Background: an optimization exercise with open tools, aiming at small area, a short achievable clock period and few clock cycles. Do not read the settings as production practice. The RTL was checked by simulation tests, not by an equivalence proof against the original design. Power is estimated from default activity; no workload was simulated.

## fmultiplier
module fmultiplier(
    input  wire        clk,
    input  wire        rst,
    input  wire        valid,       
    input  wire [31:0] a,
    input  wire [31:0] b,
    output reg  [31:0] z,
    output reg         out_valid    
);
==> flow/config.mk <==
export PLATFORM = sky130hd
export DESIGN_NAME = fmultiplier
export DESIGN_NICKNAME = fmultiplier
export VERILOG_FILES = /design/flow/design.v
export SDC_FILE = /design/flow/constraint.sdc
export NUM_CORES = 4
export LEC_CHECK = 0
export ABC_AREA = 1
export CAP_MARGIN = 20
export CORE_MARGIN = 2
export CORE_UTILIZATION = 40
export PLACE_DENSITY = 0.6
export SLEW_MARGIN = 20
==> flow/constraint.sdc <==
create_clock -name core_clock -period 10.0 [get_ports {clk}]
set_input_delay 2.0000 -clock core_clock [delete_from_list [all_inputs] [get_ports {clk}]]
set_output_delay 2.0000 -clock core_clock [all_outputs]
set_load 0.01 [all_outputs]
standard.sh (not shown) runs the stock make flow with config.mk's settings and CLKGATE_MAP_FILE= SYNTH_SCRIPT=/design/flow/synth_recipe.tcl, a recipe that flattens the netlist after the stock synthesis.
==> flow/flow/run.sh <==
#!/bin/bash
# Standard layout, with the ports buffered by buf cells instead of the delay
# buffer that buffer_ports picks by default.
export BUFFER_PORTS_ARGS="-buffer_cell sky130_fd_sc_hd__buf_2"
bash standard.sh > standard.log 2>&1
Testbench counts at the start, summed over its fixed seeds: cycles 16,137.
Rerun with:
SETUP_SLACK_MARGIN = 4.5   (was unset)
After rerunning: The changed run finished clean; final area went up by about 19%; combinational power went up by 25%; clock-buffer cell count went up by 1; die area is unchanged; utilization went up by 8.0 points; maximum frequency went up by 16%; clock power went down by 5.4%; register-to-register slack got worse by 1.7 ns; total power went up by 21%; setup slack improved by 0.94 ns.
Rerun with:
SETUP_SLACK_MARGIN = 3.5   (was 4.5)
After rerunning:
- routed wire length goes down by 12%
- total power goes down by 17%
- clock-buffer cell count goes down by 1
- sequential power hardly moves
Rerun with:
SETUP_SLACK_MARGIN = 4.0   (was 3.5)
Hold slack is worse by 0.0096 ns. Sequential share of layout area drops by 0.34 points. Area after synthesis is unchanged. Cell count climbs by 1.3%. Fmax climbs by 6.1%. Worst setup slack is better by 0.36 ns. Design area climbs by 3.7%. Global-route usage climbs by 0.82 points. Total power climbs by 3.0%. Die area does not change. Clock power drops by 7.0%.

* * *

Another version of the RTL of fmultiplier (not shown whole).
For scale: roughly 140 flip-flops, ~100 I/O pins, about 0.026 mm2 of cells after synthesis.
Settings: LEC_CHECK=0, ABC_AREA=1, CAP_MARGIN=20, CORE_MARGIN=2, CORE_UTILIZATION=55, PLACE_DENSITY=0.7, SETUP_SLACK_MARGIN=4.0, SLEW_MARGIN=20, SYNTH_HIERARCHICAL=1; clock period 10.0 ns.
Scripts as last shown in full above: flow/flow/run.sh
The baseline ran to the end with no violations.
Testbench counts at the start, summed over its fixed seeds: cycles 16,137.
Change:
--- a/flow/config.mk
+++ b/flow/config.mk
@@ -10,4 +10,4 @@
 export CORE_MARGIN = 2
-export CORE_UTILIZATION = 55
-export PLACE_DENSITY = 0.7
+export CORE_UTILIZATION = 40
+export PLACE_DENSITY = 0.6
 export SETUP_SLACK_MARGIN = 4.0
Effect: The changed run produced a clean layout; global-route usage is lower by 11 points; worst setup slack gains 21 ps; cell area rose by about 1%; die area goes up by about 37%; worst hold slack improved by 97 ps; clock skew stays flat; via count drops by 4.4%; power fell by 1.5%; wire length falls by about 3.6%.

* * *

## raven
fmultiplier, a different RTL version from the one above (not shown whole).
For scale: roughly 100 I/O pins.
Design fmultiplier, start of the top module:
module fmultiplier(
    input  wire        clk,
    input  wire        rst,
    input  wire        valid,       
    input  wire [31:0] a,
    input  wire [31:0] b,
    output reg  [31:0] z,
    output reg         out_valid    
);
    function automatic [4:0] msb23(input [22:0] x);
        integer i;
        begin
            msb23 = 5'd0;
            for (i = 0; i < 23; i = i + 1)
                if (x[i]) msb23 = i[4:0];
        end
    endfunction
    wire        sa = a[31], sb = b[31];
    wire [7:0]  ea = a[30:23], eb = b[30:23];
    wire [22:0] fa = a[22:0], fb = b[22:0];
    wire a_ez = (ea == 8'h00), b_ez = (eb == 8'h00);
    wire a_eo = (ea == 8'hFF), b_eo = (eb == 8'hFF);
    wire a_fz = (fa == 23'd0), b_fz = (fb == 23'd0);
    wire a_nan  = a_eo & ~a_fz, b_nan  = b_eo & ~b_fz;
    wire a_inf  = a_eo &  a_fz, b_inf  = b_eo &  b_fz;
    wire a_zero = a_ez &  a_fz, b_zero = b_ez &  b_fz;
    wire is_nan  = a_nan | b_nan | (a_inf & b_zero) | (b_inf & a_zero);
    wire is_inf  = a_inf | b_inf;
    wire is_zero = a_zero | b_zero;
    wire [23:0] ma = {~a_ez, fa};
    wire [23:0] mb = {~b_ez, fb};
    wire [7:0]  xa = {ea[7:1], ea[0] | a_ez};
    wire [7:0]  xb = {eb[7:1], eb[0] | b_ez};
    wire [26:0] yb = {2'b00, mb, 1'b0};
    wire [12:0] bn;               
    wire [24:0] bm0, bm1, bm2, bm3, bm4, bm5, bm6, bm7, bm8, bm9, bm10, bm11, bm12;
    wire [24:0] bmx [0:12];
    genvar gi;
    generate
        for (gi = 0; gi < 13; gi = gi + 1) begin : g_booth
            wire d2 = yb[2*gi+2], d1 = yb[2*gi+1], d0 = yb[2*gi];
            wire one = d1 ^ d0;
            wire two = ~one & (d2 ^ d1);
            assign bn[gi] = d2;
  ...
==> flow/config.mk <==
export PLATFORM = sky130hd
export DESIGN_NAME = fmultiplier
export DESIGN_NICKNAME = fmultiplier
export VERILOG_FILES = /design/flow/design.v
export SDC_FILE = /design/flow/constraint.sdc
export NUM_CORES = 4
export LEC_CHECK = 0
export ABC_AREA = 1
export CAP_MARGIN = 20
export CORE_MARGIN = 2
export CORE_UTILIZATION = 40
export PLACE_DENSITY = 0.6
export SETUP_SLACK_MARGIN = 4.2
export SLEW_MARGIN = 20
export SYNTH_HIERARCHICAL = 1
==> flow/constraint.sdc <==
create_clock -name core_clock -period 10.0 [get_ports {clk}]
set_input_delay 2.0000 -clock core_clock [delete_from_list [all_inputs] [get_ports {clk}]]
set_output_delay 2.0000 -clock core_clock [all_outputs]
set_load 0.01 [all_outputs]
Scripts as last shown in full above: flow/flow/run.sh
Testbench counts of raven, summed over its fixed seeds: cycles 16,082.
The following lists how maple was set up differently from raven:
# raven
export LEC_CHECK = 0
export ABC_AREA = 1
export CAP_MARGIN = 20
export CORE_MARGIN = 2
export CORE_UTILIZATION = 40
export PLACE_DENSITY = 0.6
export SETUP_SLACK_MARGIN = 4.2
export SLEW_MARGIN = 20
export SYNTH_HIERARCHICAL = 1
create_clock -name core_clock -period 10.0 [get_ports {clk}]
# maple
export LEC_CHECK = 0
export ABC_AREA = 1
export CAP_MARGIN = 20
export CORE_MARGIN = 2
export CORE_UTILIZATION = 40
export PLACE_DENSITY = 0.6
export SETUP_SLACK_MARGIN = 4.0
export SLEW_MARGIN = 20
export SYNTH_HIERARCHICAL = 1
create_clock -name core_clock -period 10.0 [get_ports {clk}]
==> results.txt <==
Diff raven..maple | sequential power | negligible
Diff raven -> maple: power went down by about 3.2%; global-route usage went down by 0.77 points; wire length went down by 2800 um.

## separate check: timing with driven ports
Ports are ideal in the flow. The routed layouts listed here were re-timed in OpenROAD.
Step 1, drivers: a clkbuf_16 drives clk and a buf_2 each remaining input, both assumed.
Step 2, shift: input delay + t, output delay - t, t = (earliest + latest rising clock arrival at the registers) / 2. This alone moves slack from input paths to output paths.
Three values: ideal ports, drivers, drivers and shift; two values: the first two.
| run | t (ns) | setup WS [ns] | hold WS [ns] | slew at the worst register clock pin (ns) | worst slew at a driven data input, ns |
|---|---|---|---|---|---|
| the first run of note 1 | 0.494 | 3.294 / 3.307 / 2.813 | 0.645 / 0.645 / 0.645 | 0.07 / 0.07 | 0.06 |
| the second run of note 1 | 0.504 | 4.238 / 4.179 / 3.936 | 0.612 / 0.612 / 0.612 | 0.07 / 0.07 | 0.20 |
| the third run of note 1 | 0.492 | 3.705 / 3.695 / 3.247 | 0.646 / 0.646 / 0.646 | 0.07 / 0.07 | 0.06 |
| the fourth run of note 1 | 0.508 | 4.065 / 4.104 / 3.596 | 0.637 / 0.637 / 0.637 | 0.07 / 0.07 | 0.10 |
| the first run of note 2 | 0.517 | 4.033 / 4.030 / 3.513 | 0.710 / 0.710 / 0.710 | 0.07 / 0.07 | 0.12 |
| the second run of note 2 | 0.504 | 4.053 / 4.094 / 3.590 | 0.807 / 0.807 / 0.807 | 0.08 / 0.08 | 0.11 |
| raven | 0.534 | 3.725 / 3.667 / 3.546 | 0.826 / 0.826 / 0.826 | 0.07 / 0.07 | 0.06 |
| maple | 0.513 | 3.843 / 3.783 / 3.485 | 0.829 / 0.829 / 0.829 | 0.07 / 0.07 | 0.06 |
After both steps setup and hold are still met in every run listed. For the first run of note 2, which loses most, drivers alone change the setup slack by -0.003 ns; drivers and shift together by -0.520 ns.
